What follows belongs to an exercise in optimizing a design on an open flow for small area and a short achievable clock period; a production flow would make more cautious choices.
RTL that was checked went through simulation tests only; none was proved equivalent to the original.
Only the layout flow was run in runs 1 to 3; the RTL was not checked for function there.
Power figures rest on the tool's default switching activity, not on a simulated workload.

File: flow/flow/run.sh
#!/bin/bash
# Standard ORFS layout, with timing repair aiming at extra setup slack so that
# the achieved period (not only the 14 ns clock) is optimised, and plain buf_2
# cells (instead of delay buffers) as the port buffers.
set -euo pipefail
bash standard.sh finish SETUP_SLACK_MARGIN=9.5 "BUFFER_PORTS_ARGS=-buffer_cell sky130_fd_sc_hd__buf_2" > flow_make.log 2>&1
File: flow/standard.sh
#!/bin/bash
# synth_recipe.tcl (not shown) runs the flow's synth.tcl, then flattens the netlist and writes it again
# the make line also repeats each setting of config.mk as NAME=value (left out here)
make -C /OpenROAD-flow-scripts/flow DESIGN_CONFIG=/design/flow/config.mk WORK_HOME=/design/flow/orfs CLKGATE_MAP_FILE= SYNTH_SCRIPT=/design/flow/synth_recipe.tcl "${@:-finish}"
File: flow/config.mk
export PLATFORM = sky130hd
export DESIGN_NAME = video_uut
export DESIGN_NICKNAME = video_uut
export VERILOG_FILES = /design/flow/design.v
export SDC_FILE = /design/flow/constraint.sdc
export NUM_CORES = 4
export LEC_CHECK = 0
export CAP_MARGIN = 20
export CORE_MARGIN = 2
export CORE_UTILIZATION = 40
export CTS_BUF_LIST = sky130_fd_sc_hd__clkbuf_4 sky130_fd_sc_hd__clkbuf_8
export SLEW_MARGIN = 20
File: flow/constraint.sdc
create_clock -name core_clock -period 14.0 [get_ports {clk_i}]
set_input_delay 2.8000 -clock core_clock [delete_from_list [all_inputs] [get_ports {clk_i}]]
set_output_delay 2.8000 -clock core_clock [all_outputs]
set_load 0.01 [all_outputs]
File: flow/design.v
module video_uut (
    input  wire         clk_i       ,
    input  wire         cen_i       ,
    input  wire         rst_i       ,
    input  wire         vid_sel_i   ,
    input  wire [23:0]  vid_rgb_i   ,
    input  wire [1:0]   vh_blank_i  ,
    input  wire [2:0]   dvh_sync_i  ,
    output wire [2:0]   dvh_sync_o  ,
    output wire [23:0]  vid_rgb_o
);
    localparam [1:0] S_IDLE = 2'd0, S_ATTACK = 2'd1, S_HOLD = 2'd2, S_DECAY = 2'd3;
    reg [23:0] vid_rgb_d1;
    reg [2:0]  dvh_sync_d1;
    reg [11:0] x_cnt, y_cnt;    
    reg        prev_de, prev_vs;
    reg [1:0]  state;
    reg [7:0]  timer;
    reg [3:0]  amp, tamp;
    reg        spd;            
    reg [15:0] lfsr;
    reg [12:0] phase;          
    reg [4:0]  freq_1, freq_2;
    reg [12:0] acc_1, acc_2;   
    reg [12:0] base_1, base_2; 
    reg [3:0]  bsel;           
    function [12:0] add13(input [12:0] a, input [12:0] b);
        integer i; reg c;
        begin
            c = 1'b0;
            for (i = 0; i < 13; i = i + 1) begin
                add13[i] = a[i] ^ b[i] ^ c;
                c = (a[i] & b[i]) | (c & (a[i] ^ b[i]));
            end
        end
    endfunction
    function [12:0] addf(input [12:0] a, input [4:0] f);
        integer i; reg c;
        begin
            c = 1'b0;
            for (i = 0; i < 5; i = i + 1) begin
                addf[i] = a[i] ^ f[i] ^ c;
                c = (a[i] & f[i]) | (c & (a[i] ^ f[i]));
            end
            for (i = 5; i < 13; i = i + 1) begin
                addf[i] = a[i] ^ c;
                c = a[i] & c;
            end
        end
    endfunction
    wire [6:0]  t_1 = acc_1[11:5] ^ {7{acc_1[12]}};
    wire [6:0]  t_2 = acc_2[11:5] ^ {7{acc_2[12]}};
    wire [7:0]  sum = t_1 + t_2;                  
    reg        a1_en, a2_en, a2, a2_neg;
    reg  [1:0] a1;
    wire [10:0] term1 = a1_en ? ({3'b0, sum} << a1) : 11'd0;
    wire        add1 = a2_en & ~a2_neg;
    wire [14:0] kc  = ~{4'b0, 11'd1072 | {8'd0, lfsr[1:0], 1'b0}} + 15'd2 + {14'b0, add1} + {4'b0, amp, 7'b0};
    wire [14:0] op2 = ~{4'b0, term1};
    wire [14:0] op3 = ~a2_en ? 15'd0 : a2_neg ? {7'b0, sum} : a2 ? ~{6'b0, sum, 1'b0} : ~{7'b0, sum};
    wire        fix = sum[7] & sum[0] & amp[0];
    wire [14:0] ypre = {2'b0, y_cnt, 1'b0} + kc;
    wire [14:0] cs_s = ypre ^ op2 ^ op3;
    wire [14:0] cs_c = {(ypre[13:0] & op2[13:0]) | (ypre[13:0] & op3[13:0]) | (op2[13:0] & op3[13:0]), fix};
    wire [4:0]  lo  = {1'b0, cs_s[3:0]} + {1'b0, cs_c[3:0]};
    wire [10:0] hx  = cs_s[14:4] ^ cs_c[14:4];
    wire [10:0] ho  = cs_s[14:4] | cs_c[14:4];
    wire        hi_zero = ((hx[0] == lo[4])) & (hx[10:1] == ho[9:0]);
    wire [2:0]  dv = lo[3:1];
    wire draw = hi_zero & (lo[3:0] <= 4'd11) & ((y_cnt[11:3] != 0) | (y_cnt[2:0] >= dv));
    wire t_zero = (timer == 8'd0);
    wire lt = amp < tamp;
    wire gt = tamp < amp;
    wire st_idle = (state == S_IDLE), st_att = (state == S_ATTACK), st_hold = (state == S_HOLD), st_dec = (state == S_DECAY);
    wire hold_run = st_hold & ~t_zero;
    wire amp_low  = (amp[3:1] == 3'd0);                   
    wire glitch_c = hold_run & (lfsr[1:0] == 2'b11);
    wire tamp_inc = hold_run & (lfsr[2:0] == 3'b000) & (tamp < 4'd10);
    wire tamp_dec = hold_run & (lfsr[2:0] == 3'b111) & (tamp > 4'd3);
    wire [3:0] tamp_pick = (lfsr[3:0] < 4'd4) ? 4'd5 : (lfsr[3:0] > 4'd10) ? 4'd10 : lfsr[3:0];
    wire go_c = st_idle & t_zero;
    wire tamp_we = go_c | tamp_inc | tamp_dec;
    wire [3:0] tamp_nxt = go_c ? tamp_pick : tamp + (tamp_inc ? 4'd1 : 4'd15);
    wire amp_up2 = st_att & lt;
    wire amp_we  = amp_up2 | (hold_run & (lt | gt)) | st_dec;
    wire [3:0] amp_step = amp_up2 ? 4'd2 : (st_hold & lt) ? 4'd1 : 4'd15;
    wire [3:0] amp_nxt = (st_dec & amp_low) ? 4'd0 : amp + amp_step;
    wire timer_ld_h = st_att & ~lt;
    wire timer_ld_i = st_dec & amp_low;
    wire timer_we = timer_ld_h | timer_ld_i | ((st_idle | st_hold) & ~t_zero);
    wire [7:0] timer_nxt = timer_ld_h ? {1'b0, lfsr[4:0], 2'b00} : timer_ld_i ? {lfsr[5:0], 2'b00} : timer - 8'd1;
    reg  [1:0] st_nxt;
    always @* begin
        st_nxt = state;
        if (go_c) st_nxt = S_ATTACK;
        if (timer_ld_h) st_nxt = S_HOLD;
        if (st_hold & t_zero) st_nxt = S_DECAY;
        if (timer_ld_i) st_nxt = S_IDLE;
    end
    wire vs_rise  = dvh_sync_i[1] & ~prev_vs;
    wire upd      = vs_rise & spd;
    wire go       = upd & go_c;
    wire glitch   = upd & glitch_c;
    wire [4:0] f1_new = {1'b0, lfsr[3:0]} + 5'd10;
    wire [4:0] f2_new = {1'b0, lfsr[7:4]} + 5'd14;
    wire        stepping = |bsel;
    wire [12:0] b1_sum = (stepping ? {base_1[11:0], 1'b0} : base_1) + (phase & {13{~stepping | (|(bsel & freq_1[3:0]))}});
    wire [12:0] b2_sum = {base_2[11:0], 1'b0} + (phase & {13{|(bsel & freq_2[3:0])}});
    wire [12:0] b1_nxt = go ? (lfsr[12:0] & {13{f1_new[4]}}) :
                         (glitch & (&freq_1)) ? 13'd0 :    
                         (glitch | stepping) ? b1_sum : base_1;
    wire [12:0] b2_nxt = go ? (lfsr[12:0] & {13{f2_new[4]}}) : stepping ? b2_sum : base_2;
    wire x_last = (x_cnt == 12'h800);
    wire x_fb   = x_cnt[11] ^ x_cnt[10] ^ x_cnt[9] ^ x_cnt[3] ^ (x_cnt[10:0] == 11'd0);
    wire x_rst = dvh_sync_i[1] | (~dvh_sync_i[2] & prev_de) | (dvh_sync_i[2] & x_last);
    wire x_inc = ~dvh_sync_i[1] & dvh_sync_i[2];
    always @(posedge clk_i) begin
        if (rst_i) begin
            state <= S_IDLE; timer <= 0; amp <= 0; tamp <= 0; spd <= 0;
            a1_en <= 0; a1 <= 0; a2_en <= 0; a2 <= 0; a2_neg <= 0;
            lfsr <= 16'hACE1;
            y_cnt <= 0; prev_de <= 0; prev_vs <= 0;
            vid_rgb_d1 <= 0; dvh_sync_d1 <= 0;
        end else if (cen_i) begin
            lfsr <= {lfsr[14:0], lfsr[15] ^ lfsr[13] ^ lfsr[12] ^ lfsr[10]};
            prev_vs <= dvh_sync_i[1];
            if (vs_rise) begin
                spd <= ~spd;
                if (spd) begin
                    state <= st_nxt;
                    if (timer_we) timer <= timer_nxt;
                    if (amp_we) begin
                        amp    <= amp_nxt;
                        a1_en  <= (amp_nxt != 4'd0);
                        a1     <= (amp_nxt >= 4'd7) ? 2'd3 : (amp_nxt >= 4'd4) ? 2'd2 : (amp_nxt >= 4'd2) ? 2'd1 : 2'd0;
                        a2_en  <= ~((amp_nxt == 4'd0) | (amp_nxt == 4'd1) | (amp_nxt == 4'd2) | (amp_nxt == 4'd4) | (amp_nxt == 4'd8));
                        a2     <= (amp_nxt == 4'd6) | (amp_nxt >= 4'd10);
                        a2_neg <= (amp_nxt == 4'd7);
                    end
                    if (tamp_we)  tamp  <= tamp_nxt;
                end
            end
            prev_de <= dvh_sync_i[2];
            if (dvh_sync_i[1]) y_cnt <= 0;
            else if (~dvh_sync_i[2] & prev_de) y_cnt <= y_cnt + 1;
            if (draw) vid_rgb_d1 <= 24'h00FF00;
            else      vid_rgb_d1 <= vid_sel_i ? 24'h0 : vid_rgb_i;
            dvh_sync_d1 <= dvh_sync_i;
        end
    end
    always @(posedge clk_i) begin
        if (cen_i) begin
            base_1 <= b1_nxt;
            base_2 <= b2_nxt;
            if (go) bsel <= 4'b1000;
            else bsel <= {1'b0, bsel[3:1]};
            if (go) begin
                phase  <= lfsr[12:0];
                freq_1 <= f1_new;
                freq_2 <= f2_new;
            end else if (glitch) freq_1 <= freq_1 + 1;
            if (x_rst) begin
                x_cnt <= 0; acc_1 <= b1_nxt; acc_2 <= b2_nxt;
            end else if (x_inc) begin
                x_cnt <= {x_cnt[10:0], x_fb}; acc_1 <= addf(acc_1, freq_1); acc_2 <= addf(acc_2, freq_2);
            end
        end
    end
    assign dvh_sync_o = dvh_sync_d1;
    assign vid_rgb_o  = vid_rgb_d1;
endmodule
==> results of run 1 <==
==> report_power, final <==
| part | internal, mW | switching [mW] | leakage, nW |
|---|---|---|---|
| clock | 0.132 | 0.208 | 0.176 |
| sequential | 0.588 | 0.0401 | 1.52 |
| combinational | 0.316 | 0.371 | 3.65 |
| total | 1.04 | 0.619 | 5.35 |
==> area by class of cell <==
type / count / area share [%]
clock buffers: 18 / 1.803
clock inverters: 14 / 0.9998
inverters: 75 / 2.168
multi-input cells: 971 / 54.44
flip-flops and latches: 170 / 32.22
well taps: 384 / 3.588
repair buffers: 92 / 4.747
repair inverters: 1 / 0.03738
==> how the worst max path moves through the flow <==
stage	end	cells after the start
floorplan	vid_rgb_d1[21]	21
global placement	vid_rgb_d1[0]	20
detailed placement	vid_rgb_d1[2]	20
CTS	vid_rgb_d1[3]	22
global route	vid_rgb_d1[3]	22
finish	vid_rgb_d1[17]	23
==> layer usage <==
layer	vias up	GRT usage (%)	wire (µm)
li1	4671	-	-
met1	4502	27.91	14700
met2	180	30.99	13140
met3	15	3.155	1172
met4	0	4.097	325
met5	-	0	0
==> state kept, by name, indices dropped and copies added (netlist names), 5 cells and up <==
signal	count
lfsr	16
y_cnt	12
vid_rgb_d1	24
freq_2	5
base_1	13
phase	12
acc_1	13
timer	8
freq_1	5
x_cnt	12
acc_2	13
base_2	13
==> synth_stat cells, drive strengths merged, types with 9 or more instances <==
library cell	instances	area, µm²
ha	101	1264
mux2i	24	240.2
clkbuf	43	161.4
mux2	12	135.1
o211ai	9	67.56
xnor2	49	429.2
nor2	101	389.1
and2	40	250.2
o21ai	68	340.3
a31oi	22	143.9
fa	26	520.5
inv	74	277.8
a32o	16	160.2
nand2b	18	112.6
dfxtp	80	1602
o21a	11	82.58
nand2	140	525.5
a21o	12	90.09
a211oi	10	75.07
or3	9	56.30
nor3	22	115.1
nand3	27	135.1
edfxtp	90	2703
xor2	35	306.5
buf	15	86.33
nor4	13	81.33
a21oi	85	436.7
nor2b	16	100.1
==> worst register-to-register path: stages, from the launching register on <==
cell	delay, ps
edfxtp_1	520
xor2_1	210
ha_2	210
fa_2	340
buf_4	160
xnor2_4	150
nand2_1	80
o21ai_1	90
o21ai_1	150
nand2_1	90
fa_1	540
ha_4	320
nand2_1	90
o31ai_4	210
xnor2_2	170
ha_2	210
nor4_1	40
nand4_1	110
a21oi_2	60
nor4_4	190
buf_4	170
o2111ai_4	170
clkbuf_16	250
a32o_1	210
==> metrics by stage <==
| step | worst slack [ps] | hold slack (ps) |
|---|---|---|
| 2_1_floorplan | 9438 | 444.6 |
| 3_3_place_gp | 8251 | 443.3 |
| 3_5_place_dp | 8219 | 452.7 |
| 4_1_cts | 8987 | 475.9 |
| 5_1_grt | 8886 | 495.5 |
| 6_report | 9135 | 472.2 |
==> cells by family (layout without fill, tap and decap cells) <==
family | Yosys count | after routing
flip-flops | 170 | 170
AO/OA/AOI/OAI | 297 | 299
adder cells (fa/ha/maj) | 127 | 127
multiplexers | 36 | 36
buffers and inverters | 133 | 200
AND/OR/NAND/NOR | 425 | 425
XOR/XNOR | 84 | 84
==> repair_timing <==
action                     4_1_cts  5_1_grt
setup buffers                   17        9
gates cloned                     3        1
pin swaps                       37       34
setup endpoints to repair       29       37
resized for setup               42       28
==> results.py, run 1 <==
metrics = {
    "hold_path": {
        "hold_start": "vid_rgb_d1[20]",
        "hold-path-cell-count": 1,
        "hold_end": "vid_rgb_d1[20]",
        "min_path_type": "flop to flop",
    },
    "yosys": {
        "syn_area_um2": 11730,
        "syn_inst": 1272,
        "synth_top_family_by_area": "simple AND/OR/NAND/NOR gates",
        "ys_warn_count": 1,
        "synth_xor_area_share_pct": 6.273,
        "synth_edf_count": 90,
        "ys.flop_type": "edfxtp_1",
        "synth_nets": 1432,
        "synth.area.mux_share_pct": 3.200,
        "synth-seq-cells": 170,
        "synth_compound_area_share_pct": 16.59,
        "yosys.area_share.adder_pct": 15.21,
        "synth_async_sr_flop_share_pct": 0,
        "synth.avg_cell_area_um2": 9.221,
        "synth-simple-area-share_pct": 17.52,
        "ys_types": 77,
        "ys_seq_area_share_pct": 36.70,
    },
    "floorplan": {
        "die_w_um": 175.2,
        "start_util_pct": 40.75,
        "chipHeight_um": 175.2,
        "design.core.area_um2": 28780,
        "rows": 62,
        "ioPinCount": 60,
        "die_area_um2": 30710,
    },
    "placed_design": {
        "routabilityCongestion": 0.9209,
        "dp.cells": 1662,
        "place_area_um2": 12360,
        "dp_hpwl_um": 20230,
        "numPortBuffers": 57,
    },
    "setup_path": {
        "critPathMaxStageDelay_ps": 540,
        "crit_buf_inv": 3,
        "critPathLaunch": "acc_2[12]",
        "critPathKind": "flop to flop",
        "reg2reg_depth": 23,
        "ff2ff_setup_slack_ps": 9140,
        "start_kind": "flop",
        "endpoint_kind": "flop",
        "cpLargestDelayFamily": "adder cells",
        "reg2reg_from": "acc_2[12]",
        "crit_path_frequent_cell": "nand2_1",
        "cp_cell_sequence": "xor2_1, ha_2, fa_2, buf_4, xnor2_4, nand2_1, o21ai_1, o21ai_1, nand2_1, fa_1, ha_4, nand2_1, o31ai_4, xnor2_2, ha_2, nor4_1, nand4_1, a21oi_2, nor4_4, buf_4, o2111ai_4, clkbuf_16, a32o_1",
        "r2r_end": "vid_rgb_d1[17]",
        "cp_max_fo": 6,
        "crit_slowest_cell": "fa_1",
        "arrival_ps": 5220,
        "worst_ep_required_time_ps": 14360,
    },
    "cts": {
        "htreeDepth": 4,
        "clk_latency_ps": 470,
        "path_clk_slew_ps": 120,
        "tritoncts": "done",
        "cts_made_buffers": 17,
        "cts_hold_buffers": 0,
        "cts_root_buffer": "clkbuf_8",
        "clock_sinks": 170,
        "clk_path_buf_depth": 2,
    },
    "power": {
        "vdd.ir_drop.worst_mv": 0.07871,
        "leakagePower_nw": 5.347,
        "power_density_nw_per_um2": 123.6,
        "power_mw": 1.655,
    },
    "timing": {
        "setup_viol": 0,
        "setup_tns_ps": 0,
        "period_share_pct": 34.75,
        "relSlewSlack_pct": 31.63,
        "period_minus_slack_ps": 4865,
        "rsz0062_at_grt": "true",
        "hold_violations": 0,
        "fmax_ghz": 0.2056,
        "skew_ps": 20.04,
        "tightest_slew_ps": 1026,
        "slew_viol_final": 0,
    },
    "route": {
        "wl_per_cell_um": 17.00,
        "ant_nets": 0,
        "wirelength_um": 29330,
        "avgViaCountPerCell": 5.431,
        "drtIter0Drc": 700,
        "via_count": 9368,
        "dr.pass1.iters": 5,
        "drc_errors": 0,
    },
    "cells_and_area": {
        "nets": 1488,
        "fillers": 2760,
        "syn2layout_area_growth_pct": 14.17,
        "drive_gt1_share_pct": 15.36,
        "fin_area_um2": 13390,
        "diodes": 0,
        "stdcell_count": 1725,
        "final_common_cell": "nand2_1",
        "multiInputGateArea_um2": 7289,
        "regArea_um2": 4314,
        "layout_common_cells": "136 x nand2_1, 98 x nor2_1, 96 x ha_1",
        "postLayoutCoreUtil_pct": 46.53,
    },
    "global_routing": {
        "antenna_found_initial": 0,
        "grt_use_total_pct": 19.48,
        "grt_pass1_vias": 9184,
        "grt_remaining_overflow": 0,
        "grt_max_degree": 41,
        "grt_first_pass_wirelength_um": 47750,
    },
    "job": {
        "cap_violations": 0,
    },
    "status": {
        "status": "timing/DRC/antenna clean",
    },
}
==> inputs of run 2 (changes only) <==
--- a/flow/design.v
+++ b/flow/design.v
@@ -10,7 +10,8 @@
     output wire [23:0]  vid_rgb_o
 );
     localparam [1:0] S_IDLE = 2'd0, S_ATTACK = 2'd1, S_HOLD = 2'd2, S_DECAY = 2'd3;
-    reg [23:0] vid_rgb_d1;
+    reg [23:0] vid_rgb_d1;     
+    reg        draw_d1;        
     reg [2:0]  dvh_sync_d1;
     reg [11:0] x_cnt, y_cnt;    
     reg        prev_de, prev_vs;
@@ -120,7 +121,7 @@
             a1_en <= 0; a1 <= 0; a2_en <= 0; a2 <= 0; a2_neg <= 0;
             lfsr <= 16'hACE1;
             y_cnt <= 0; prev_de <= 0; prev_vs <= 0;
-            vid_rgb_d1 <= 0; dvh_sync_d1 <= 0;
+            vid_rgb_d1 <= 0; draw_d1 <= 0; dvh_sync_d1 <= 0;
         end else if (cen_i) begin
             lfsr <= {lfsr[14:0], lfsr[15] ^ lfsr[13] ^ lfsr[12] ^ lfsr[10]};
             prev_vs <= dvh_sync_i[1];
@@ -143,8 +144,8 @@
             prev_de <= dvh_sync_i[2];
             if (dvh_sync_i[1]) y_cnt <= 0;
             else if (~dvh_sync_i[2] & prev_de) y_cnt <= y_cnt + 1;
-            if (draw) vid_rgb_d1 <= 24'h00FF00;
-            else      vid_rgb_d1 <= vid_sel_i ? 24'h0 : vid_rgb_i;
+            draw_d1    <= draw;
+            vid_rgb_d1 <= vid_sel_i ? 24'h0 : vid_rgb_i;
             dvh_sync_d1 <= dvh_sync_i;
         end
     end
@@ -167,5 +168,5 @@
         end
     end
     assign dvh_sync_o = dvh_sync_d1;
-    assign vid_rgb_o  = vid_rgb_d1;
+    assign vid_rgb_o  = draw_d1 ? 24'h00FF00 : vid_rgb_d1;
 endmodule
==> run 2 against run 1 <==
- still clean on timing, DRC and antenna
- clock power rose by 11%
- die area grew 3.4%
- final cell count is 4.2% higher
- core utilization decreased by 1.2 points
- sequential share of layout area is 0.16 points lower
- highest routed layer unchanged
==> results.py, run 2 <==
metrics = {
    "cts": {
        "cts_root_buffer": "clkbuf_8",
        "clock_sinks": 171,
        "tritoncts": "done",
        "path_clk_slew_ps": 100,
        "htreeDepth": 4,
        "clk_latency_ps": 480,
        "clk_path_buf_depth": 2,
        "cts_made_buffers": 17,
    },
    "route": {
        "wl_per_cell_um": 16.27,
        "via_count": 9589,
        "ant_nets": 0,
        "drtIter0Drc": 577,
        "dr.pass1.iters": 8,
        "drc_errors": 0,
        "wirelength_um": 29250,
        "avgViaCountPerCell": 5.333,
    },
    "yosys": {
        "ys_warn_count": 1,
        "synth.area.mux_share_pct": 3.444,
        "synth_top_family_by_area": "simple AND/OR/NAND/NOR gates",
        "synth.most_common_cell": "nand2_1",
        "synth-seq-cells": 171,
        "synth.avg_cell_area_um2": 8.890,
        "ys.flop_type": "edfxtp_1",
        "synth_compound_area_share_pct": 14.43,
        "synth_top_area_cell": "edfxtp_1",
        "syn_area_um2": 12140,
        "synth_async_sr_flop_share_pct": 0,
        "yosysTopAreaCellShare_pct": 22.27,
        "ys_seq_area_share_pct": 35.63,
        "synth_edf_count": 90,
        "ys_types": 73,
        "synth_xor_area_share_pct": 6.351,
        "yosys.area_share.adder_pct": 14.79,
        "yosys-top-cells-area": "edfxtp_1 22%, dfxtp_1 13%, ha_1 10%",
        "synth_commonest_cells": "140 x nand2_1, 136 x nor2_1, 101 x a21oi_1, 101 x ha_1, 90 x edfxtp_1",
        "synth_nets": 1525,
        "syn_inst": 1365,
        "synth-simple-area-share_pct": 20.85,
    },
    "placed_design": {
        "place_ws_ps": 8509,
        "dp_hpwl_um": 21090,
        "numPortBuffers": 57,
        "routabilityCongestion": 0.8313,
    },
    "setup_path": {
        "cp_cell_sequence": "or2_2, buf_2",
        "start_kind": "flop",
        "r2r_end": "draw_d1",
        "reg2reg_from": "acc_2[12]",
        "crit_slowest_cell": "dfxtp_1",
        "cp_max_fo": 25,
        "critPathMaxStageDelay_ps": 900,
        "ff2ff_setup_slack_ps": 9590,
        "arrival_ps": 1740,
        "worst_ep_required_time_ps": 11200,
        "endpoint_kind": "primary output",
        "reg2reg_depth": 19,
        "critPathKind": "flop to primary output",
    },
    "timing": {
        "hold_violations": 0,
        "setup_viol": 0,
        "period_share_pct": 32.42,
        "skew_ps": 20.96,
        "slew_viol_final": 0,
        "tightest_slew_ps": 875.0,
        "setup_tns_ps": 0,
        "fmax_ghz": 0.2204,
        "period_minus_slack_ps": 4538,
        "fin_ws_ps": 9462,
        "relSlewSlack_pct": 41.58,
        "rsz0062_at_grt": "true",
    },
    "hold_path": {
        "hold_end": "vid_rgb_d1[22]",
        "min_path_type": "flop to flop",
        "hold-path-cell-count": 2,
        "hold_start": "vid_rgb_d1[22]",
    },
    "floorplan": {
        "die_w_um": 178.2,
        "die_area_um2": 31750,
        "ioPinCount": 60,
        "start_util_pct": 40.73,
        "rows": 63,
        "design.core.area_um2": 29800,
        "chipHeight_um": 178.2,
    },
    "job": {
        "cap_violations": 0,
    },
    "power": {
        "vdd.ir_drop.worst_mv": 0.09975,
        "power_density_nw_per_um2": 123.3,
        "leakagePower_nw": 5.584,
        "power_mw": 1.666,
    },
    "cells_and_area": {
        "drive_gt1_share_pct": 12.50,
        "largest_register_ff_count": 24,
        "final_common_cell": "nand2_1",
        "top_regs": "vid_rgb_d1 x24, lfsr x16",
        "regMostFlops": "vid_rgb_d1",
        "layout_common_cells": "138 x nand2_1, 135 x nor2_1, 98 x a21oi_1, 98 x ha_1, 90 x edfxtp_1",
        "nets": 1555,
        "diodes": 0,
        "postLayoutCoreUtil_pct": 45.36,
        "syn2layout_area_growth_pct": 11.36,
    },
    "global_routing": {
        "grt_first_pass_wirelength_um": 47510,
        "grt_max_degree": 63,
        "grt_remaining_overflow": 0,
        "antenna_found_initial": 0,
        "grt_pass1_vias": 9103,
        "grt_use_total_pct": 18.89,
    },
    "status": {
        "status": "timing/DRC/antenna clean",
    },
}
run 2: cell types whose count changed after synthesis, sizes merged, moves of 8 or more:
cell   change
nor2      +35
nand3      +9
or2       +10
a31oi     -13
xor2       +8
nor2b     +41
a32o      -15
a21oi     +18
run 2: through the flow:
step,instance area (µm²),hold WS (ps),cells
after floorplan,12180,441.6,1365
after global placement,12730,452.9,1755
after detailed placement,12730,461.2,1755
after CTS,13340,477.4,1794
after global routing,13510,505.9,1798
final,13510,475.3,1798
run 2: power by group:
part | total (mW) | switching [mW] | leakage, nW | internal [mW]
Combinational | 0.659 | 0.365 | 3.84 | 0.294
Sequential | 0.631 | 0.0396 | 1.53 | 0.591
Clock | 0.377 | 0.222 | 0.215 | 0.155
Total | 1.67 | 0.626 | 5.58 | 1.04
run 2: worst max path at each step:
stage	from	end	cells after the start
3_5_place_dp	dvh_sync_i[1]	acc_1[10]	7
3_3_place_gp	dvh_sync_i[1]	acc_1[10]	7
5_1_grt	acc_2[12]	draw_d1	20
2_1_floorplan	dvh_sync_i[1]	acc_1[12]	10
6_report	draw_d1	vid_rgb_o[14]	2
4_1_cts	acc_2[12]	draw_d1	18
run 2: logic make-up after synthesis:
logic type	count (synthesis)
XOR/XNOR	88
buffers and inverters	140
multiplexers	39
adder cells (fa/ha/maj)	128
flip-flops	171
AND/OR/NAND/NOR	516
AO/OA/AOI/OAI	283
run 2: timing repair:
item	CTS	global route
setup endpoints to repair	37	36
pin swaps	2	8
hold buffers	0	0
setup buffers	6	4
gates cloned	1	0
gates resized for setup	21	32
run 2: metal layers:
layer,global-route usage (%),part of all wire [%]
met1,26.30,48
met2,30.57,46
met3,3.410,4.9
met4,4.268,0.92
met5,0,0
run 2: critical path: cells and delay by family (launching register included):
kind / cells / cell delay [ps]
simple gates: 1 / 240
buf+inv: 1 / 130
flops: 1 / 900
run 2: layout make-up:
class	count	area, µm²
Inverter	76	285.3
Fill cell	2964	16280
Timing Repair Buffer	75	483.0
Sequential cell	171	4333
Clock buffer	17	234.0
Clock inverter	15	192.7
Multi-Input combinational cell	1054	7498
Tap cell	390	488.0
==> inputs of run 3 (changes only) <==
==> flow/flow/run.sh (replaced) <==
#!/bin/bash
set -euo pipefail
HERE=$(pwd)
bash standard.sh finish SETUP_SLACK_MARGIN=9.5 DONT_BUFFER_PORTS=1 \
  "PRE_GLOBAL_PLACE_TCL=$HERE/flow/ports.tcl" > flow_make.log 2>&1
==> flow/flow/ports.tcl (new file) <==
# every input and output port gets a buffer, as the standard flow's buffer_ports does
buffer_ports -inputs -buffer_cell sky130_fd_sc_hd__buf_4
buffer_ports -outputs -buffer_cell sky130_fd_sc_hd__buf_2
==> run 3 against run 2 <==
- first-iteration DRC count rose by 4.3%
- synthesized cell count did not move
- highest routed layer unchanged
- power rose by 1.4%
- still clean
- global-route usage barely moved
- largest cell class unchanged
- critical endpoint is now draw_d1
==> results.py, run 3 <==
metrics = {
    "yosys": {
        "synth_edf_count": 90,
        "synth_nets": 1525,
        "ys_types": 73,
        "synth_commonest_cells": "140 x nand2_1, 136 x nor2_1, 101 x a21oi_1, 101 x ha_1, 90 x edfxtp_1",
        "synth.most_common_cell": "nand2_1",
        "yosys-top-cells-area": "edfxtp_1 22%, dfxtp_1 13%, ha_1 10%",
        "yosysTopAreaCellShare_pct": 22.27,
        "syn_area_um2": 12140,
        "synth_async_sr_flop_share_pct": 0,
        "synth-seq-cells": 171,
        "syn_inst": 1365,
        "ys.flop_type": "edfxtp_1",
        "synth.avg_cell_area_um2": 8.890,
        "ys_seq_area_share_pct": 35.63,
        "ys_warn_count": 1,
        "synth_top_area_cell": "edfxtp_1",
    },
    "timing": {
        "setup_tns_ps": 0,
        "skew_ps": 19.58,
        "setup_viol": 0,
        "fmax_ghz": 0.2227,
        "hold_violations": 0,
        "period_share_pct": 32.08,
        "relSlewSlack_pct": 39.69,
        "worst_hold_slack_ps": 483.0,
        "period_minus_slack_ps": 4491,
        "rsz0062_at_grt": "true",
        "slew_viol_final": 0,
        "tightest_slew_ps": 897.0,
    },
    "floorplan": {
        "chipHeight_um": 178.2,
        "die_area_um2": 31750,
        "rows": 63,
        "die_w_um": 178.2,
        "ioPinCount": 60,
        "design.core.area_um2": 29800,
        "start_util_pct": 40.73,
    },
    "cells_and_area": {
        "nets": 1501,
        "top_regs": "vid_rgb_d1 x24, lfsr x16",
        "diodes": 0,
        "regMostFlops": "vid_rgb_d1",
        "fin_area_um2": 13260,
        "largest_register_ff_count": 24,
        "final_common_cell": "nand2_1",
        "layout_common_cells": "137 x nand2_1, 135 x nor2_1, 97 x a21oi_1",
        "syn2layout_area_growth_pct": 9.238,
        "drive_gt1_share_pct": 9.823,
    },
    "power": {
        "vdd.ir_drop.worst_mv": 0.07924,
        "leakagePower_nw": 5.323,
        "power_density_nw_per_um2": 127.4,
    },
    "placed_design": {
        "routabilityCongestion": 0.8629,
        "dp_hpwl_um": 20550,
        "numPortBuffers": 55,
        "place_area_um2": 12430,
    },
    "route": {
        "drc_errors": 0,
        "drtIter0Drc": 602,
        "wl_per_cell_um": 16.71,
        "wirelength_um": 29150,
        "avgViaCountPerCell": 5.425,
        "dr.pass1.iters": 5,
        "via_count": 9462,
        "ant_nets": 0,
    },
    "global_routing": {
        "antenna_found_initial": 0,
        "grt_max_degree": 88,
        "grt_remaining_overflow": 0,
        "grt_use_total_pct": 18.84,
        "grt_pass1_vias": 9284,
        "grt_first_pass_wirelength_um": 47580,
    },
    "setup_path": {
        "worst_ep_required_time_ps": 14360,
        "start_kind": "flop",
        "ff2ff_setup_slack_ps": 9510,
        "critPathKind": "flop to flop",
        "crit_path_frequent_cell": "ha_2",
        "endpoint_kind": "flop",
        "cp_cell_sequence": "xor2_2, ha_2, fa_2, xor2_4, nor3_1, a211oi_1, nor2_1, fa_1, ha_4, buf_4, a211oi_2, a211oi_4, o311ai_4, ha_2, nor4_2, nand4_1, a21oi_2, nor4_1, o21ai_0, o21ai_1",
        "cp_max_fo": 4,
        "critPathMaxStageDelay_ps": 490,
        "arrival_ps": 4850,
        "crit_slowest_cell": "edfxtp_1",
    },
    "status": {
        "status": "timing/DRC/antenna clean",
    },
    "cts": {
        "cts_root_buffer": "clkbuf_8",
        "clk_latency_ps": 480,
        "cts_hold_buffers": 0,
        "htreeDepth": 4,
        "tritoncts": "done",
        "path_clk_slew_ps": 100,
        "clk_path_buf_depth": 2,
        "clock_sinks": 171,
        "cts_made_buffers": 17,
    },
    "hold_path": {
        "min_path_type": "flop to flop",
    },
    "job": {
        "cap_violations": 0,
    },
}
run 3: cell count changes in the layout (fill, tap and decap cells not counted), moves of 3 or more:
cell / before / now
buf_2: 55 / 0
xor2_1: 40 / 36
buf_4: 14 / 18
xor2_2: 1 / 4
ha_1: 98 / 94
run 3: area by class of cell:
type,count,area [µm²]
clock buffer,17,234.0
clock inverter,15,167.7
fill,2929,16540
inverter,76,285.3
multi-input combinational,1054,7582
sequential,171,4327
tap,390,488.0
timing repair buffer,21,172.7
run 3: through the flow:
step | util (%) | std cells | worst slack, ps | total power [mW]
finish | 44.49 | 1744 | 9509 | 1.689
global route | 44.49 | 1744 | 9238 | 1.802
CTS | 43.80 | 1739 | 9500 | 1.613
detailed placement | 41.73 | 1697 | 8656 | 1.190
global placement | 41.73 | 1697 | 8684 | 1.183
floorplan | - | 1365 | 9406 | 1.073
run 3: path summary, 6_finish.rpt:
check,start,end,depth (start not counted)
setup / recovery,acc_2[12],draw_d1,20
hold / removal,vid_rgb_d1[22],vid_rgb_d1[22],2
setup reg to reg,acc_2[12],draw_d1,20
hold reg to reg,vid_rgb_d1[22],vid_rgb_d1[22],2
run 3: layer usage:
metal  global-route usage (%)  vias to the layer above  wire [µm]
li1                         -                     4724          -
met1                    25.94                     4494      14160
met2                    30.75                      212      13130
met3                    2.707                       32       1203
met4                    5.556                        0        663
met5                        0                        -          0
run 3: cell families after synthesis:
logic type / after synthesis / synth area share [%]
adder cells (fa/ha/maj): 128 / 14.79
AND/OR/NAND/NOR: 516 / 20.85
AO/OA/AOI/OAI: 283 / 14.43
XOR/XNOR: 88 / 6.351
multiplexers: 39 / 3.444
buffers and inverters: 140 / 4.506
flip-flops: 171 / 35.63
run 3: repair_timing:
action                                  CTS  global route
gates resized for setup                  26            30
setup buffers                            10             5
endpoints found under the setup margin   17            12
pin swaps                                13            22
run 3: worst max-delay path, delay by kind of cell (launching register included):
kind                       cells  cell delay, ps
AOI/OAI and AO/OA              7             870
xor gates and xnor gates       2             420
adders and majority gates      5            1640
buffers and inverters          1             130
DFF                            1             490
and+or+nand+nor                5             840
run 3: power breakdown:
part           internal, mW  total [mW]  switching, mW
logic                 0.319       0.695          0.376
clock network         0.137       0.363          0.226
registers             0.591       0.631         0.0395
==> inputs of run 4 (changes only) <==
--- a/flow/design.v
+++ b/flow/design.v
@@ -12,6 +12,7 @@
     localparam [1:0] S_IDLE = 2'd0, S_ATTACK = 2'd1, S_HOLD = 2'd2, S_DECAY = 2'd3;
     reg [23:0] vid_rgb_d1;     
     reg        draw_d1;        
+    reg        bg_d1;          
     reg [2:0]  dvh_sync_d1;
     reg [11:0] x_cnt, y_cnt;    
     reg        prev_de, prev_vs;
@@ -121,7 +122,7 @@
             a1_en <= 0; a1 <= 0; a2_en <= 0; a2 <= 0; a2_neg <= 0;
             lfsr <= 16'hACE1;
             y_cnt <= 0; prev_de <= 0; prev_vs <= 0;
-            vid_rgb_d1 <= 0; draw_d1 <= 0; dvh_sync_d1 <= 0;
+            vid_rgb_d1 <= 0; draw_d1 <= 0; bg_d1 <= 1; dvh_sync_d1 <= 0;
         end else if (cen_i) begin
             lfsr <= {lfsr[14:0], lfsr[15] ^ lfsr[13] ^ lfsr[12] ^ lfsr[10]};
             prev_vs <= dvh_sync_i[1];
@@ -145,6 +146,7 @@
             if (dvh_sync_i[1]) y_cnt <= 0;
             else if (~dvh_sync_i[2] & prev_de) y_cnt <= y_cnt + 1;
             draw_d1    <= draw;
+            bg_d1      <= ~draw;
             vid_rgb_d1 <= vid_sel_i ? 24'h0 : vid_rgb_i;
             dvh_sync_d1 <= dvh_sync_i;
         end
@@ -168,5 +170,6 @@
         end
     end
     assign dvh_sync_o = dvh_sync_d1;
-    assign vid_rgb_o  = draw_d1 ? 24'h00FF00 : vid_rgb_d1;
+    assign vid_rgb_o  = {vid_rgb_d1[23:16] & {8{bg_d1}}, vid_rgb_d1[15:8] | {8{draw_d1}},
+                         vid_rgb_d1[7:0] & {8{bg_d1}}};
 endmodule
==> flow/flow/run.sh (replaced) <==
#!/bin/bash
# Standard ORFS layout, with timing repair aiming at extra setup slack so that
# the achieved period (not only the 14 ns clock) is optimised, and plain buf_2
# cells (instead of delay buffers) as the port buffers.
set -euo pipefail
bash standard.sh finish SETUP_SLACK_MARGIN=10 "BUFFER_PORTS_ARGS=-buffer_cell sky130_fd_sc_hd__buf_2" > flow_make.log 2>&1
removed: flow/flow/ports.tcl
==> run 4 against run 3 <==
- still clean on timing, DRC and antenna
- combinational power increased by 6.6%
- global-route usage grew 1.9 points
- clock skew fell by 5.7 ps
- final cell count is 4.4% higher
- synthesized cell count shrank 3.0%
- synthesized area shrank 0.71%
- sequential power about the same
- hold slack about the same
- non-clock buffer count grew 109
- power is 3.2% higher
- wire length is 10% higher
- largest power group unchanged
- highest routed layer unchanged
==> results.py, run 4 <==
metrics = {
    "cells_and_area": {
        "fillers": 2803,
        "nets": 1577,
        "largest_register_ff_count": 24,
        "syn2layout_area_growth_pct": 22.43,
        "regMostFlops": "vid_rgb_d1",
        "layout_common_cells": "122 x nand2_1, 115 x nor2_1, 93 x a21oi_1",
        "regArea_um2": 4364,
        "multiInputGateArea_um2": 7999,
        "diodes": 0,
        "top_regs": "vid_rgb_d1 x24, lfsr x16",
        "final_common_cell": "nand2_1",
        "drive_gt1_share_pct": 23.64,
        "postLayoutCoreUtil_pct": 49.77,
    },
    "timing": {
        "period_share_pct": 31.27,
        "hold_violations": 0,
        "fin_ws_ps": 9622,
        "period_minus_slack_ps": 4378,
        "skew_ps": 13.88,
        "setup_viol": 0,
        "fmax_ghz": 0.2284,
        "rsz0062_at_grt": "true",
        "slew_viol_final": 0,
        "tightest_slew_ps": 704.4,
        "setup_tns_ps": 0,
        "relSlewSlack_pct": 53.04,
    },
    "hold_path": {
        "hold_start": "timer[0]",
        "hold-path-cell-count": 2,
        "min_path_type": "flop to flop",
        "hold_end": "timer[0]",
    },
    "yosys": {
        "synth-simple-area-share_pct": 18.48,
        "synth_xor_area_share_pct": 6.324,
        "synth_top_area_cell": "edfxtp_1",
        "synth.avg_cell_area_um2": 9.100,
        "synth_async_sr_flop_share_pct": 0,
        "synth_nets": 1484,
        "syn_inst": 1324,
        "ys_seq_area_share_pct": 36.05,
        "ys_types": 76,
        "syn_area_um2": 12050,
        "synth_edf_count": 90,
        "yosys-top-cells-area": "edfxtp_1 22%, dfxtp_1 14%, ha_1 10%",
        "synth-seq-cells": 172,
        "ys_warn_count": 1,
        "yosys.area_share.adder_pct": 14.81,
        "synth_compound_area_share_pct": 16.63,
        "synth.area.mux_share_pct": 3.531,
        "synth_commonest_cells": "130 x nand2_1, 118 x nor2_1, 107 x a21oi_1",
        "ys.flop_type": "edfxtp_1",
        "synth_top_family_by_area": "simple AND/OR/NAND/NOR gates",
        "synth.most_common_cell": "nand2_1",
        "yosysTopAreaCellShare_pct": 22.43,
    },
    "power": {
        "vdd.ir_drop.worst_mv": 0.07008,
        "power_mw": 1.742,
        "leakagePower_nw": 5.970,
        "power_density_nw_per_um2": 118.1,
    },
    "cts": {
        "cts_made_buffers": 17,
        "clk_latency_ps": 480,
        "clock_sinks": 172,
        "path_clk_slew_ps": 100,
        "clk_path_buf_depth": 2,
        "cts_root_buffer": "clkbuf_8",
        "tritoncts": "done",
        "htreeDepth": 4,
    },
    "setup_path": {
        "critPathKind": "flop to flop",
        "ff2ff_setup_slack_ps": 9620,
        "start_kind": "flop",
        "crit_buf_inv": 2,
        "crit_path_frequent_cell": "xnor2_2",
        "crit_slowest_cell": "edfxtp_1",
        "endpoint_kind": "flop",
        "reg2reg_from": "acc_2[12]",
        "critPathMaxStageDelay_ps": 500,
        "reg2reg_depth": 18,
        "arrival_ps": 4730,
        "cp_cell_sequence": "buf_6, xor2_2, ha_2, o21a_1, a21o_1, a21oi_2, xnor2_2, mux2_4, or2_1, o211ai_1, fa_1, inv_2, ha_4, xnor2_2, a311oi_2, nand4_1, a2111oi_4, nor2_1",
        "worst_ep_required_time_ps": 14360,
        "r2r_end": "bg_d1",
        "cpLargestDelayFamily": "compound AO/OA/AOI/OAI gates",
        "cp_max_fo": 5,
    },
    "floorplan": {
        "die_area_um2": 31530,
        "die_w_um": 177.6,
        "design.core.area_um2": 29640,
        "chipHeight_um": 177.6,
        "ioPinCount": 60,
        "rows": 63,
        "start_util_pct": 40.65,
    },
    "global_routing": {
        "grt_pass1_vias": 9910,
        "grt_use_total_pct": 20.77,
        "grt_max_degree": 66,
        "grt_first_pass_wirelength_um": 51740,
        "grt_remaining_overflow": 0,
        "antenna_found_initial": 0,
    },
    "placed_design": {
        "routabilityCongestion": 0.8357,
        "dp_hpwl_um": 20600,
        "place_ws_ps": 8437,
        "numPortBuffers": 57,
    },
    "route": {
        "ant_nets": 0,
        "avgViaCountPerCell": 5.425,
        "wirelength_um": 32080,
        "wl_per_cell_um": 17.62,
        "via_count": 9874,
        "dr.pass1.iters": 4,
        "drtIter0Drc": 455,
        "drc_errors": 0,
    },
    "job": {
        "cap_violations": 0,
    },
    "status": {
        "status": "timing/DRC/antenna clean",
    },
}
[run 4: cell types whose count changed after synthesis, moves of 9 or more]
cell | previous run | this run
and2_1 | 35 | 56
nand3_1 | 36 | 16
o21ai_0 | 66 | 46
nor2_1 | 136 | 118
nor2b_1 | 57 | 39
nand2_1 | 140 | 130
o21ai_1 | 0 | 9
[run 4: logic make-up (layout without fill, tap and decap cells)]
family | after synthesis | in the layout
DFF | 172 | 172
muxes | 41 | 41
buffers and inverters | 131 | 236
xor gates and xnor gates | 87 | 87
and+or+nand+nor | 455 | 455
AOI/OAI and AO/OA | 311 | 312
adders and majority gates | 127 | 127
[run 4: final cells by class]
| class | count | share of cell area, % |
|---|---|---|
| multi-input combinational | 1022 | 54.22 |
| sequential | 172 | 29.58 |
| timing repair buffer | 130 | 8.253 |
| tap | 390 | 3.308 |
| inverter | 74 | 1.951 |
| clock buffer | 20 | 1.739 |
| clock inverter | 12 | 0.9415 |
[run 4: worst max path at each step]
stage                  start       end  slack (ps)  depth (start not counted)
6_report           acc_2[12]     bg_d1        9620                         18
2_1_floorplan  dvh_sync_i[1]  timer[5]        9610                          7
3_3_place_gp           cen_i  timer[5]        8470                          7
5_1_grt            acc_1[12]     bg_d1        9430                         18
4_1_cts            acc_2[12]     bg_d1        9620                         18
3_5_place_dp           cen_i  timer[6]        8440                          7
[run 4: metrics by stage]
step,std cells,instance area [µm²],hold slack (ps)
floorplan,1324,12290,432.3
global placement,1723,12850,450.5
CTS,1810,14340,479.7
global route,1820,14750,518.4
detailed placement,1723,12850,466.7
finish,1820,14750,483.2
[run 4: timing repair]
item	4_1_cts	5_1_grt
hold buffers	0	0
pin swaps	44	21
buffers inserted	50	9
resized for setup	126	78
setup endpoints to repair	179	76
cloned	5	1
[run 4: metal layers]
| layer | global-route usage [%] | share of wire, % |
|---|---|---|
| met4 | 7.548 | 2.4 |
| met5 | 0 | 0 |
| met3 | 2.592 | 3.1 |
| met2 | 33.54 | 46 |
| met1 | 28.52 | 48 |
[run 4: power breakdown]
part | switching (mW) | total, mW | internal, mW
logic | 0.388 | 0.741 | 0.353
registers | 0.0429 | 0.634 | 0.591
clock network | 0.200 | 0.367 | 0.166
[run 4: worst min-delay path: stages (launching register included)]
cell     delay, ps
dfxtp_1        330
nand3_1         60
a21oi_1         50
==> inputs of run 5 (changes only) <==
==> flow/flow/run.sh (replaced) <==
#!/bin/bash
# Standard ORFS layout, with timing repair aiming at extra setup slack so that
# the achieved period (not only the 14 ns clock) is optimised, and plain buf_2
# cells (instead of delay buffers) as the port buffers.
set -euo pipefail
bash standard.sh finish SETUP_SLACK_MARGIN=9.5 "BUFFER_PORTS_ARGS=-buffer_cell sky130_fd_sc_hd__buf_2" > flow_make.log 2>&1
--- a/flow/config.mk
+++ b/flow/config.mk
@@ -7,6 +7,7 @@
 export LEC_CHECK = 0
 export CAP_MARGIN = 20
 export CORE_MARGIN = 2
-export CORE_UTILIZATION = 40
+export CORE_UTILIZATION = 60
 export CTS_BUF_LIST = sky130_fd_sc_hd__clkbuf_4 sky130_fd_sc_hd__clkbuf_8
+export PLACE_DENSITY = 0.7
 export SLEW_MARGIN = 20
==> run 5 against run 4 <==
- register-to-register slack worse by 90 ps
- core utilization increased by 19 points
- global-route usage rose by 6.8 points
- first-iteration DRC count rose by 71%
- sequential share of layout area is 2.8 points higher
- synthesized area stayed put
- power fell by 5.0%
- largest power group unchanged
- via count is 1.1% lower
- largest cell class unchanged
==> results.py, run 5 <==
metrics = {
    "status": {
        "status": "timing/DRC/antenna clean",
    },
    "route": {
        "avgViaCountPerCell": 5.946,
        "drtIter0Drc": 776,
        "wirelength_um": 29520,
        "topRoutingLayerUsed": "met4",
        "wl_per_cell_um": 17.97,
        "wl_met2_um": 13280,
        "ant_nets": 0,
        "dr.pass1.iters": 7,
        "drc_errors": 0,
        "wl_met1_um": 14170,
        "via_count": 9770,
        "wl_met3_um": 1701,
    },
    "setup_path": {
        "worst_ep_required_time_ps": 14370,
        "start_kind": "flop",
        "critPathLaunch": "acc_2[12]",
        "arrival_ps": 4840,
        "endpoint_kind": "flop",
        "cp_max_fo": 5,
        "r2r_end": "bg_d1",
        "cp-endpoint": "bg_d1",
        "critPathKind": "flop to flop",
        "reg2reg_from": "acc_2[12]",
        "reg2reg_depth": 18,
        "ff2ff_setup_slack_ps": 9530,
    },
    "placed_design": {
        "routabilityCongestion": 0.8969,
        "dp.cells": 1598,
        "numPortBuffers": 57,
        "place_ws_ps": 8743,
        "dp_hpwl_um": 20580,
        "place_area_um2": 12520,
    },
    "cells_and_area": {
        "final_common_cell": "nand2_1",
        "fillers": 1613,
        "top_regs": "vid_rgb_d1 x24, lfsr x16",
        "drive_gt1_share_pct": 14.88,
        "regArea_um2": 4359,
        "nets": 1525,
        "diodes": 0,
        "multiInputGateArea_um2": 7607,
        "regMostFlops": "vid_rgb_d1",
        "layout_common_cells": "128 x nand2_1, 117 x nor2_1, 102 x a21oi_1",
        "syn2layout_area_growth_pct": 11.64,
        "fin_area_um2": 13450,
        "largest_register_ff_count": 24,
        "postLayoutCoreUtil_pct": 68.67,
        "stdcell_count": 1643,
    },
    "yosys": {
        "ys_warn_count": 1,
        "syn_inst": 1324,
        "synth_top_area_cell": "edfxtp_1",
        "ys_seq_area_share_pct": 36.05,
        "syn_area_um2": 12050,
        "synth_edf_count": 90,
        "synth.avg_cell_area_um2": 9.100,
        "synth-seq-cells": 172,
        "yosys-top-cells-area": "edfxtp_1 22%, dfxtp_1 14%, ha_1 10%",
        "synth_nets": 1484,
        "ys_types": 76,
        "synth_async_sr_flop_share_pct": 0,
        "synth_commonest_cells": "130 x nand2_1, 118 x nor2_1, 107 x a21oi_1",
        "ys.flop_type": "edfxtp_1",
        "synth.most_common_cell": "nand2_1",
        "yosysTopAreaCellShare_pct": 22.43,
    },
    "timing": {
        "period_share_pct": 31.95,
        "slew_viol_final": 0,
        "fin_ws_ps": 9527,
        "hold_violations": 0,
        "rsz0062_at_grt": "true",
        "period_minus_slack_ps": 4473,
        "skew_ps": 18.50,
        "tightest_slew_ps": 1015,
        "fmax_ghz": 0.2236,
        "setup_tns_ps": 0,
        "setup_viol": 0,
        "relSlewSlack_pct": 32.31,
    },
    "cts": {
        "cts_root_buffer": "clkbuf_8",
        "clk_path_buf_depth": 2,
        "clk_latency_ps": 490,
        "cts_made_buffers": 17,
        "clock_sinks": 172,
        "path_clk_slew_ps": 110,
        "cts_hold_buffers": 0,
        "htreeDepth": 4,
        "tritoncts": "done",
    },
    "global_routing": {
        "grt_remaining_overflow": 0,
        "grt_pass1_vias": 9269,
        "grt_use_total_pct": 27.55,
        "grt_max_degree": 66,
        "antenna_found_initial": 0,
        "grt_first_pass_wirelength_um": 47410,
    },
    "floorplan": {
        "start_util_pct": 61.51,
        "rows": 51,
        "die_area_um2": 21230,
        "design.core.area_um2": 19590,
        "ioPinCount": 60,
        "die_w_um": 145.7,
        "chipHeight_um": 145.7,
    },
    "hold_path": {
        "min_path_type": "flop to flop",
    },
    "power": {
        "vdd.ir_drop.worst_mv": 0.07534,
        "leakagePower_nw": 5.532,
        "power_density_nw_per_um2": 123.0,
    },
    "job": {
        "cap_violations": 0,
    },
}
==> run 5: cell counts after synthesis <==
No cell type changed its count.
==> run 5: routing by layer <==
| layer | global-route usage (%) | vias up |
|---|---|---|
| met5 | 0 | - |
| met4 | 6.961 | 0 |
| met3 | 4.671 | 29 |
| met2 | 42.15 | 281 |
| met1 | 40.74 | 4681 |
| li1 | - | 4779 |
==> run 5: worst max-delay path: stages, from the launching register on <==
cell and delay (ps):
edfxtp_1 540, xor2_1 210, ha_2 230, fa_2 400
a21o_1 220, a21oi_4 180, nand3b_1 170, nand3_2 100
mux2i_1 230, nand2_1 80, o211ai_1 140, fa_1 460
inv_1 70, ha_1 230, xnor2_1 140, nor4_1 250
nand4_1 160, a2111oi_4 440, nor2_1 90
==> run 5: what timing repair did <==
item | in CTS | in global routing
endpoints found under the setup margin | 3 | 5
buffers inserted | 3 | 10
pin swaps | 4 | 30
resized for setup | 18 | 68
==> run 5: through the flow <==
step                hold WS, ps  total power, mW
floorplan                 432.3            1.055
global placement          452.1            1.164
detailed placement        462.9            1.177
CTS                       480.1            1.553
global route              517.8            1.753
finish                    472.7            1.655
==> run 5: layout make-up <==
type,count,share of cell area (%)
Multi-Input combinational cell,1021,56.55
Tap cell,265,2.465
Inverter,74,2.121
Clock inverter,14,1.070
Clock buffer,18,1.842
Timing Repair Buffer,79,3.544
Sequential cell,172,32.41
==> run 5: kinds of logic (layout without fill, tap and decap cells) <==
logic type / after synthesis / after routing / share of synthesized area [%]
and+or+nand+nor: 455 / 455 / 18.48
AOI/OAI and AO/OA: 311 / 311 / 16.63
DFF: 172 / 172 / 36.05
muxes: 41 / 41 / 3.531
xor gates and xnor gates: 87 / 87 / 6.324
buffers and inverters: 131 / 185 / 4.174
adders and majority gates: 127 / 127 / 14.81
==> run 5: worst min path at each step <==
| stage | startpoint | to | depth (start not counted) | slack, ps |
|---|---|---|---|---|
| final | vid_rgb_d1[22] | vid_rgb_d1[22] | 2 | 470 |
| after global routing | y_cnt[0] | y_cnt[0] | 2 | 520 |
| after floorplan | lfsr[0] | phase[0] | 0 | 430 |
| after global placement | vid_rgb_d1[22] | vid_rgb_d1[22] | 2 | 450 |
| after CTS | vid_rgb_d1[22] | vid_rgb_d1[22] | 2 | 480 |
| after detailed placement | lfsr[14] | lfsr[15] | 2 | 460 |
==> run 5: power breakdown <==
part	internal [mW]	total (mW)	switching, mW
registers	0.592	0.633	0.0410
logic	0.302	0.668	0.366
clock network	0.139	0.354	0.215
total	1.03	1.66	0.623
==> inputs of run 6 (changes only) <==
--- a/flow/config.mk
+++ b/flow/config.mk
@@ -7,7 +7,6 @@
 export LEC_CHECK = 0
 export CAP_MARGIN = 20
 export CORE_MARGIN = 2
-export CORE_UTILIZATION = 60
+export CORE_UTILIZATION = 40
 export CTS_BUF_LIST = sky130_fd_sc_hd__clkbuf_4 sky130_fd_sc_hd__clkbuf_8
-export PLACE_DENSITY = 0.7
 export SLEW_MARGIN = 20
==> run 6 against run 5 <==
- largest cell class unchanged
- via count is 2.4% lower
- flip-flop and latch count unchanged
- setup slack improved by 30 ps
- register-to-register slack improved by 30 ps
- still clean on timing, DRC and antenna
- synthesized area stayed put
- combinational power decreased by 2%
- synthesized cell count unchanged
==> results.py, run 6 <==
metrics = {
    "status": {
        "status": "timing/DRC/antenna clean",
    },
    "yosys": {
        "synth_async_sr_flop_share_pct": 0,
        "synth_commonest_cells": "130 x nand2_1, 118 x nor2_1, 107 x a21oi_1",
        "yosysTopAreaCellShare_pct": 22.43,
        "syn_inst": 1324,
        "synth_xor_area_share_pct": 6.324,
        "synth_top_family_by_area": "simple AND/OR/NAND/NOR gates",
        "synth_compound_area_share_pct": 16.63,
        "syn_area_um2": 12050,
        "ys_warn_count": 1,
        "ys_seq_area_share_pct": 36.05,
        "ys_types": 76,
        "synth.area.mux_share_pct": 3.531,
        "synth-simple-area-share_pct": 18.48,
        "synth-seq-cells": 172,
        "synth_nets": 1484,
        "synth_edf_count": 90,
        "synth_top_area_cell": "edfxtp_1",
        "synth.most_common_cell": "nand2_1",
        "yosys-top-cells-area": "edfxtp_1 22%, dfxtp_1 14%, ha_1 10%",
        "ys.flop_type": "edfxtp_1",
        "yosys.area_share.adder_pct": 14.81,
        "synth.avg_cell_area_um2": 9.100,
    },
    "hold_path": {
        "hold-path-cell-count": 2,
        "hold_start": "vid_rgb_d1[22]",
        "min_path_type": "flop to flop",
        "hold_end": "vid_rgb_d1[22]",
    },
    "cells_and_area": {
        "fillers": 2924,
        "layout_common_cells": "128 x nand2_1, 117 x nor2_1, 104 x a21oi_1",
        "multiInputGateArea_um2": 7581,
        "drive_gt1_share_pct": 14.49,
        "fin_area_um2": 13600,
        "regMostFlops": "vid_rgb_d1",
        "diodes": 0,
        "final_common_cell": "nand2_1",
        "nets": 1527,
        "regArea_um2": 4359,
        "syn2layout_area_growth_pct": 12.86,
        "postLayoutCoreUtil_pct": 45.88,
        "largest_register_ff_count": 24,
        "top_regs": "vid_rgb_d1 x24, lfsr x16",
    },
    "setup_path": {
        "crit_buf_inv": 3,
        "arrival_ps": 4770,
        "critPathKind": "input port to flop",
        "cp_max_fo": 14,
        "worst_ep_required_time_ps": 14330,
        "ff2ff_setup_slack_ps": 9560,
        "cp_cell_sequence": "buf_2, and3b_2, nand4_1, buf_12, buf_4, nor2_4, a2111oi_0, a21o_1, a41oi_1, o21a_1",
        "reg2reg_from": "acc_2[12]",
        "cpLargestDelayFamily": "simple AND/OR/NAND/NOR gates",
        "reg2reg_depth": 18,
        "r2r_end": "bg_d1",
        "critPathMaxStageDelay_ps": 330,
        "start_kind": "input port",
        "endpoint_kind": "flop",
        "crit_slowest_cell": "nor2_4",
    },
    "power": {
        "leakagePower_nw": 5.535,
        "vdd.ir_drop.worst_mv": 0.06513,
        "internal-power_mw": 1.034,
        "p_clk_share_pct": 21.6,
        "power_density_nw_per_um2": 120.4,
        "pwr-share-comb_pct": 40.0,
        "p_sw_share_pct": 36.89,
        "pwr-share-seq_pct": 38.4,
        "power_switching_mw": 0.6041,
        "power_mw": 1.638,
    },
    "cts": {
        "cts_root_buffer": "clkbuf_8",
        "cts_made_buffers": 17,
        "htreeDepth": 4,
        "path_clk_slew_ps": 120,
        "clock_sinks": 172,
        "clk_path_buf_depth": 2,
        "tritoncts": "done",
        "clk_latency_ps": 480,
        "cts_hold_buffers": 0,
    },
    "global_routing": {
        "antenna_found_initial": 0,
        "grt_max_degree": 65,
        "grt_first_pass_wirelength_um": 47590,
        "grt_use_total_pct": 18.76,
        "grt_pass1_vias": 9361,
        "grt_remaining_overflow": 0,
    },
    "route": {
        "avgViaCountPerCell": 5.386,
        "ant_nets": 0,
        "drtIter0Drc": 569,
        "wirelength_um": 29580,
        "wl_per_cell_um": 16.71,
        "dr.pass1.iters": 5,
        "via_count": 9534,
        "drc_errors": 0,
    },
    "floorplan": {
        "ioPinCount": 60,
        "chipHeight_um": 177.6,
        "start_util_pct": 40.65,
        "rows": 63,
        "die_w_um": 177.6,
        "die_area_um2": 31530,
        "design.core.area_um2": 29640,
    },
    "timing": {
        "hold_violations": 0,
        "skew_ps": 23.72,
        "period_share_pct": 31.73,
        "setup_tns_ps": 0,
        "tightest_slew_ps": 716.2,
        "slew_viol_final": 0,
        "fmax_ghz": 0.2251,
        "setup_viol": 0,
        "relSlewSlack_pct": 52.25,
        "period_minus_slack_ps": 4443,
        "rsz0062_at_grt": "true",
    },
    "placed_design": {
        "place_area_um2": 12680,
        "numPortBuffers": 57,
        "routabilityCongestion": 0.8330,
        "dp_hpwl_um": 20870,
    },
    "job": {
        "cap_violations": 0,
    },
}
==> run 6: cell counts after synthesis <==
Identical to the previous run, type by type.
==> run 6: logic make-up after synthesis <==
family	Yosys count
buffers and inverters	131
adder cells (fa/ha/maj)	127
flip-flops	172
AND/OR/NAND/NOR	455
multiplexers	41
XOR/XNOR	87
AO/OA/AOI/OAI	311
==> run 6: worst register-to-register path, stage by stage, from the launching register on <==
cell and delay (ps):
edfxtp_1 510, buf_6 180, xor2_4 170, buf_6 130
fa_2 590, mux2_4 180, nand2_1 90, fa_2 650
ha_4 220, a31oi_4 150, inv_1 60, a21oi_1 170
xnor2_1 110, ha_1 280, o21ai_0 90, nand4_1 140
nand4_1 150, a2111oi_4 390, nor2_1 90
==> run 6: power by group through the flow <==
stage               Sequential, mW  Clock [mW]  Combinational, mW
finish                       0.629       0.353              0.655
floorplan                    0.624           0              0.431
detailed placement           0.643           0              0.539
CTS                          0.630       0.360              0.563
global route                 0.636       0.378              0.733
global placement             0.641           0              0.532
==> run 6: routing by layer <==
metal  up-vias  global-route usage, %  part of all wire [%]
met1      4540                  25.91                    47
met3        17                  3.042                   4.5
met2       211                  30.96                    47
met5         -                      0                     0
met4         0                  3.859                   1.0
li1       4766                      -                     -
==> run 6: metrics by stage <==
stage	std cells	setup slack [ps]	hold slack (ps)
2_1_floorplan	1324	9604	432.3
3_3_place_gp	1723	8654	452.6
3_5_place_dp	1723	8625	466.9
4_1_cts	1761	9494	483.1
5_1_grt	1770	9324	515.8
6_report	1770	9557	475.7
==> run 6: final cells by class <==
cell class                 instances  area share [%]
multi-input combinational       1021           55.75
sequential                       172           32.06
timing repair buffer              81           3.745
tap                              390           3.589
inverter                          74           2.070
clock buffer                      19           1.831
clock inverter                    13          0.9569
==> run 6: timing repair <==
action | in CTS | in global routing
endpoints found under the setup margin | 14 | 4
gates resized for setup | 22 | 59
cloned | 0 | 1
buffers inserted | 6 | 8
pin swaps | 2 | 27
==> run 6: worst max-delay path by stage <==
stage	start	end	slack, ps	depth (start not counted)
final	dvh_sync_i[1]	acc_1[9]	9560	10
after CTS	acc_2[12]	bg_d1	9490	17
after floorplan	dvh_sync_i[1]	timer[5]	9600	7
after detailed placement	dvh_sync_i[1]	acc_1[9]	8620	9
after global placement	dvh_sync_i[1]	acc_1[9]	8650	9
after global routing	acc_2[12]	bg_d1	9320	18
==> inputs of run 7 (changes only) <==
--- a/flow/config.mk
+++ b/flow/config.mk
@@ -10,3 +10,4 @@
 export CORE_UTILIZATION = 40
 export CTS_BUF_LIST = sky130_fd_sc_hd__clkbuf_4 sky130_fd_sc_hd__clkbuf_8
 export SLEW_MARGIN = 20
+export TNS_END_PERCENT = 20
==> run 7 against run 6 <==
- critical path type is now flop to flop
- clock power hardly changed
- maximum frequency is 1.4% lower
- still clean on timing, DRC and antenna
- power is 3.3% lower
- first-iteration DRC count is 8.1% higher
- wire length is 2.1% lower
- core utilization is 0.89 points lower
==> results.py, run 7 <==
metrics = {
    "timing": {
        "rsz0062_at_grt": "true",
        "tightest_slew_ps": 717.1,
        "hold_violations": 0,
        "setup_viol": 0,
        "fmax_ghz": 0.2219,
        "fin_ws_ps": 9494,
        "skew_ps": 22.15,
        "setup_tns_ps": 0,
        "relSlewSlack_pct": 52.20,
        "slew_viol_final": 0,
        "period_minus_slack_ps": 4506,
        "worst_hold_slack_ps": 475.1,
        "period_share_pct": 32.18,
    },
    "yosys": {
        "ys_warn_count": 1,
        "ys_types": 76,
        "synth.most_common_cell": "nand2_1",
        "yosys-top-cells-area": "edfxtp_1 22%, dfxtp_1 14%, ha_1 10%",
        "syn_inst": 1324,
        "synth_async_sr_flop_share_pct": 0,
        "synth_nets": 1484,
        "syn_area_um2": 12050,
        "synth_commonest_cells": "130 x nand2_1, 118 x nor2_1, 107 x a21oi_1",
        "synth-seq-cells": 172,
        "synth.avg_cell_area_um2": 9.100,
        "yosysTopAreaCellShare_pct": 22.43,
        "ys.flop_type": "edfxtp_1",
        "synth_top_area_cell": "edfxtp_1",
        "synth_edf_count": 90,
        "ys_seq_area_share_pct": 36.05,
    },
    "route": {
        "drc_errors": 0,
        "wirelength_um": 28950,
        "wl_per_cell_um": 16.40,
        "ant_nets": 0,
        "via_count": 9522,
        "dr.pass1.iters": 5,
        "drtIter0Drc": 615,
        "avgViaCountPerCell": 5.395,
    },
    "setup_path": {
        "crit_slowest_cell": "edfxtp_1",
        "critPathMaxStageDelay_ps": 500,
        "reg2reg_depth": 18,
        "crit_path_frequent_cell": "ha_1",
        "cpLargestDelayFamily": "compound AO/OA/AOI/OAI gates",
        "ff2ff_setup_slack_ps": 9490,
        "cp_max_fo": 5,
        "worst_ep_required_time_ps": 14350,
        "start_kind": "flop",
        "crit_buf_inv": 2,
        "cp_cell_sequence": "buf_4, xor2_2, ha_1, a211o_1, a21o_1, a21oi_2, xnor2_2, mux2_2, or2_1, o211ai_1, fa_1, inv_1, ha_1, xnor2_1, a311oi_1, nand4_1, a2111oi_4, nor2_1",
        "critPathKind": "flop to flop",
        "endpoint_kind": "flop",
        "arrival_ps": 4860,
        "cp.depth": 18,
    },
    "cells_and_area": {
        "fillers": 2949,
        "final_common_cell": "nand2_1",
        "layout_common_cells": "128 x nand2_1, 117 x nor2_1, 104 x a21oi_1",
        "syn2layout_area_growth_pct": 10.65,
        "diodes": 0,
        "multiInputGateArea_um2": 7391,
        "drive_gt1_share_pct": 12.58,
        "regMostFlops": "vid_rgb_d1",
        "largest_register_ff_count": 24,
        "nets": 1522,
        "top_regs": "vid_rgb_d1 x24, lfsr x16",
        "regArea_um2": 4355,
    },
    "cts": {
        "cts_root_buffer": "clkbuf_8",
        "clock_sinks": 172,
        "htreeDepth": 4,
        "cts_hold_buffers": 0,
        "tritoncts": "done",
        "cts_made_buffers": 17,
        "path_clk_slew_ps": 120,
        "clk_latency_ps": 470,
        "clk_path_buf_depth": 2,
    },
    "global_routing": {
        "grt_max_degree": 65,
        "grt_remaining_overflow": 0,
        "antenna_found_initial": 0,
        "grt_first_pass_wirelength_um": 47580,
        "grt_use_total_pct": 18.75,
        "grt_pass1_vias": 9359,
    },
    "placed_design": {
        "dp_hpwl_um": 20870,
        "numPortBuffers": 57,
        "place_ws_ps": 8625,
        "routabilityCongestion": 0.8330,
    },
    "floorplan": {
        "die_w_um": 177.6,
        "chipHeight_um": 177.6,
        "ioPinCount": 60,
        "die_area_um2": 31530,
        "design.core.area_um2": 29640,
        "rows": 63,
        "start_util_pct": 40.65,
    },
    "power": {
        "power_density_nw_per_um2": 118.8,
        "leakagePower_nw": 5.455,
        "vdd.ir_drop.worst_mv": 0.06294,
    },
    "hold_path": {
        "hold-path-cell-count": 2,
        "min_path_type": "flop to flop",
    },
    "job": {
        "cap_violations": 0,
    },
    "status": {
        "status": "timing/DRC/antenna clean",
    },
}
[run 7: changes by cell type in the layout (fill, tap and decap cells not counted), moves of 3 or more]
cell	previous run	this run
ha_1	92	99
xor2_1	29	32
xnor2_1	47	50
xnor2_2	4	1
ha_4	7	1
[run 7: layer usage]
metal	part of all wire, %	vias up	wire length, µm	global-route usage, %
met4	1.0	0	303	3.859
met3	4.6	17	1319	3.042
li1	-	4760	-	-
met1	48	4527	13880	25.90
met2	46	218	13450	30.96
met5	0	-	0	0
[run 7: stage by stage]
| step | util [%] | power, mW | instance area, µm² | std cells |
|---|---|---|---|---|
| floorplan | - | 1.055 | 12050 | 1324 |
| global route | 44.98 | 1.692 | 13330 | 1765 |
| CTS | 44.55 | 1.553 | 13200 | 1761 |
| global placement | 42.78 | 1.173 | 12680 | 1723 |
| finish | 44.98 | 1.584 | 13330 | 1765 |
| detailed placement | 42.78 | 1.182 | 12680 | 1723 |
[run 7: cell families after synthesis]
family          Yosys count  synth area share, %
mux                      41                3.531
flops                   172                36.05
compound gates          311                16.63
fa+ha+maj               127                14.81
simple gates            455                18.48
buf+inv                 131                4.174
xor+xnor                 87                6.324
[run 7: final cells by class]
type,count,share of cell area [%]
sequential,172,32.67
clock buffer,19,1.867
tap,390,3.660
timing repair buffer,76,3.285
multi-input combinational,1021,55.43
clock inverter,13,0.9760
inverter,74,2.111
[run 7: final timing paths]
| kind | start | endpoint |
|---|---|---|
| worst max-delay path | acc_2[12] | bg_d1 |
| worst min-delay path | vid_rgb_d1[22] | vid_rgb_d1[22] |
| worst max register to register | acc_2[12] | bg_d1 |
| worst min register to register | vid_rgb_d1[22] | vid_rgb_d1[22] |
[run 7: timing repair]
action | 4_1_cts | 5_1_grt
buffers inserted | 6 | 4
setup endpoints to repair | 14 | 6
resized for setup | 21 | 22
pin swaps | 2 | 9
[run 7: tightest hold or removal path: stages (launching register included)]
cell,delay [ps]
dfxtp_1,320
nand2b_1,60
a21oi_1,50
[run 7: power breakdown]
group          internal [mW]  switching [mW]  leakage, nW  total, mW
registers              0.592          0.0360         1.54      0.628
clock network          0.149           0.203        0.188      0.352
logic                  0.262           0.342         3.73      0.604
total                   1.00           0.582         5.46       1.58

Re-timed with assumed drivers on the ports (clkbuf_16 on the clock, buf_2 on other inputs), run 7 has 9.494 ns of setup slack against 9.494 ns with ideal ports, and 8.997 ns once port delays also move by the mid clock arrival of 0.501 ns.
